From an optimization exercise on the open Yosys and OpenROAD flow, aimed at small area; shortcuts taken in it are not production practice.
In this exercise RTL edits were held to simulation tests only and were not proved equivalent to the original.
The clock port is modelled as an ideal driver; clocking choices that lean on that would not hold on a real chip.
Power and IR drop assume default switching activity.

## alu_regs
module alu_regs(
    input  wire        clk,
    input  wire [63:0] op1,
    input  wire [63:0] op2,
    input  wire [3:0]  alu_ctrl,
    output reg  [63:0] result,
    output reg         zero
);
Size in the first run: ~1300 cells after synthesis, about 200 I/O pins, ~0.012 mm2 of cells after synthesis.
clock: 6.0 ns
lec_check: 0
cap_margin: 20
core_margin: 2
core_utilization: 60
place_density: 0.7
setup_slack_margin: 0.05
slew_margin: 20
standard.sh (not shown) runs the stock make flow with config.mk's settings and CLKGATE_MAP_FILE= SYNTH_SCRIPT=/design/flow/synth_recipe.tcl, a recipe that flattens the netlist after the stock synthesis.
==> flow/flow/run.sh <==
#!/bin/bash
# Own layout flow.
# 1. the standard synthesis (its netlist gives the register names).
# 2. flow/gen_netlist.py writes the same design as a hand-mapped netlist of
#    sky130 cells (same registers, same instance names and cell type); it
#    simulates the netlist against a model of the ALU first. If it fails, or
#    its registers differ from the standard synthesis's, the standard netlist
#    is kept.
# 3. the standard layout steps, with port buffers of the smallest buffer,
#    a clock tree of clkbuf_8 without dummy loads.
# Each tool's output goes to a log_*.txt file in the work folder.
set -euo pipefail
W=$(pwd)
RES=$W/orfs/results/$FLOW_PLATFORM/alu_regs/base
LIB=$FLOW_HOME/platforms/$FLOW_PLATFORM/lib/sky130_fd_sc_hd__tt_025C_1v80.lib

bash standard.sh synth > $W/log_synth_standard.txt 2>&1
cp $RES/1_2_yosys.v $W/standard_1_2_yosys.v

regs() { grep -oE "sky130_fd_sc_hd__df[a-z0-9_]+ +\\\\[^ ]+" "$1" | sed 's/  */ /' | sort; }
if python3 $W/flow/gen_netlist.py $LIB $W/hand_1_2_yosys.v > $W/log_gen_netlist.txt 2>&1 \
   && diff <(regs $W/standard_1_2_yosys.v) <(regs $W/hand_1_2_yosys.v) > $W/log_regs_diff.txt 2>&1 \
   && [ "$(regs $W/hand_1_2_yosys.v | wc -l)" -gt 0 ]; then
  cp $W/hand_1_2_yosys.v $RES/1_2_yosys.v
  bash standard.sh do-1_synth > $W/log_synth_odb.txt 2>&1
  echo "using the hand-mapped netlist" > $W/log_netlist_choice.txt
else
  echo "using the standard netlist" > $W/log_netlist_choice.txt
fi

export BUFFER_PORTS_ARGS="-buffer_cell sky130_fd_sc_hd__buf_1"
export REMOVE_ABC_BUFFERS=1
export CTS_ARGS="-sink_clustering_enable -repair_clock_nets -dont_use_dummy_load -buf_list sky130_fd_sc_hd__clkbuf_8"
bash standard.sh ${FLOW_TARGET:-finish} > $W/log_layout.txt 2>&1
Other scripts of this flow, unchanged in this note and not shown: flow/flow/gen_netlist.py
Next try:
--- a/flow/flow/run.sh
+++ b/flow/flow/run.sh
@@ -8,5 +8,6 @@
 #    is kept.
 # 3. the standard layout steps, with port buffers of the smallest buffer,
-#    a clock tree of clkbuf_8 without dummy loads.
+#    a clock tree of clkbuf_8 without dummy loads, whose lightly loaded
+#    leaf buffers flow/leaf_resize.tcl then makes clkbuf_4.
 # Each tool's output goes to a log_*.txt file in the work folder.
 set -euo pipefail
@@ -32,3 +33,4 @@
 export REMOVE_ABC_BUFFERS=1
 export CTS_ARGS="-sink_clustering_enable -repair_clock_nets -dont_use_dummy_load -buf_list sky130_fd_sc_hd__clkbuf_8"
+export POST_CTS_TCL=$W/flow/leaf_resize.tcl
 bash standard.sh ${FLOW_TARGET:-finish} > $W/log_layout.txt 2>&1
==> flow/flow/leaf_resize.tcl (new file) <==
set leaf_limit 0.105
proc leaf_max_slew {inst} {
  set mx 0
  set net [get_nets -of_objects [get_pins -of_objects $inst -filter "direction==output"]]
  foreach p [get_pins -of_objects $net -filter "direction==input"] {
    foreach e {rise fall} {
      set s [get_property $p slew_max_$e]
      if {$s > $mx} { set mx $s }
    }
  }
  return $mx
}
if {[catch {
  set_propagated_clock [all_clocks]
  estimate_parasitics -placement
  foreach inst [get_cells clkbuf_*] {
    if {[get_property $inst ref_name] ne "sky130_fd_sc_hd__clkbuf_8"} { continue }
    set net [get_nets -of_objects [get_pins -of_objects $inst -filter "direction==output"]]
    set leaf 1
    foreach p [get_pins -of_objects $net -filter "direction==input"] {
      if {![string match "*/CLK" [get_full_name $p]]} { set leaf 0 }
    }
    if {!$leaf} { continue }
    replace_cell $inst sky130_fd_sc_hd__clkbuf_4
    estimate_parasitics -placement
    set s4 [leaf_max_slew $inst]
    if {$s4 > $leaf_limit} {
      replace_cell $inst sky130_fd_sc_hd__clkbuf_8
      estimate_parasitics -placement
      puts "leaf_resize: [get_full_name $inst] kept clkbuf_8 (clkbuf_4 slew $s4)"
    } else {
      puts "leaf_resize: [get_full_name $inst] -> clkbuf_4 (slew $s4)"
    }
  }
  unset_propagated_clock [all_clocks]
} err]} {
  puts "leaf_resize: skipped ($err)"
}
After rerunning:
- die area does not change
- hold slack barely changes
- combinational power is about the same
- area after synthesis stays the same
- fmax grows by about 0.34%
- clock power decreases by 5.2%
- utilization falls by 0.13 points

[what the ideal ports hide]
No port has a modelled driver above. Below, the same layouts with a new extraction and two added sets of constraints.
Step 1, drivers: a clkbuf_16 drives clk and a buf_2 each remaining input, both assumed.
Step 2 times the ports against the registers' clock, not the clock port: input delays grow and output delays shrink by t, the midpoint of the rising clock arrivals with the driver on.
a / b / c = ideal / step 1 / step 2; a / b = the first two.
run | shift t [ns] | slack for setup (ns) | worst setup path after step 2 | clock arrival spread, ns | worst register clock-pin slew, ns
the first run | 0.506 | 0.278 / 0.278 / 0.278 | register to register | 0.035 / 0.035 | 0.11 / 0.11
the second run | 0.497 | 0.298 / 0.298 / 0.298 | register to register | 0.034 / 0.033 | 0.11 / 0.11
After both steps setup and hold are still met in every run listed.
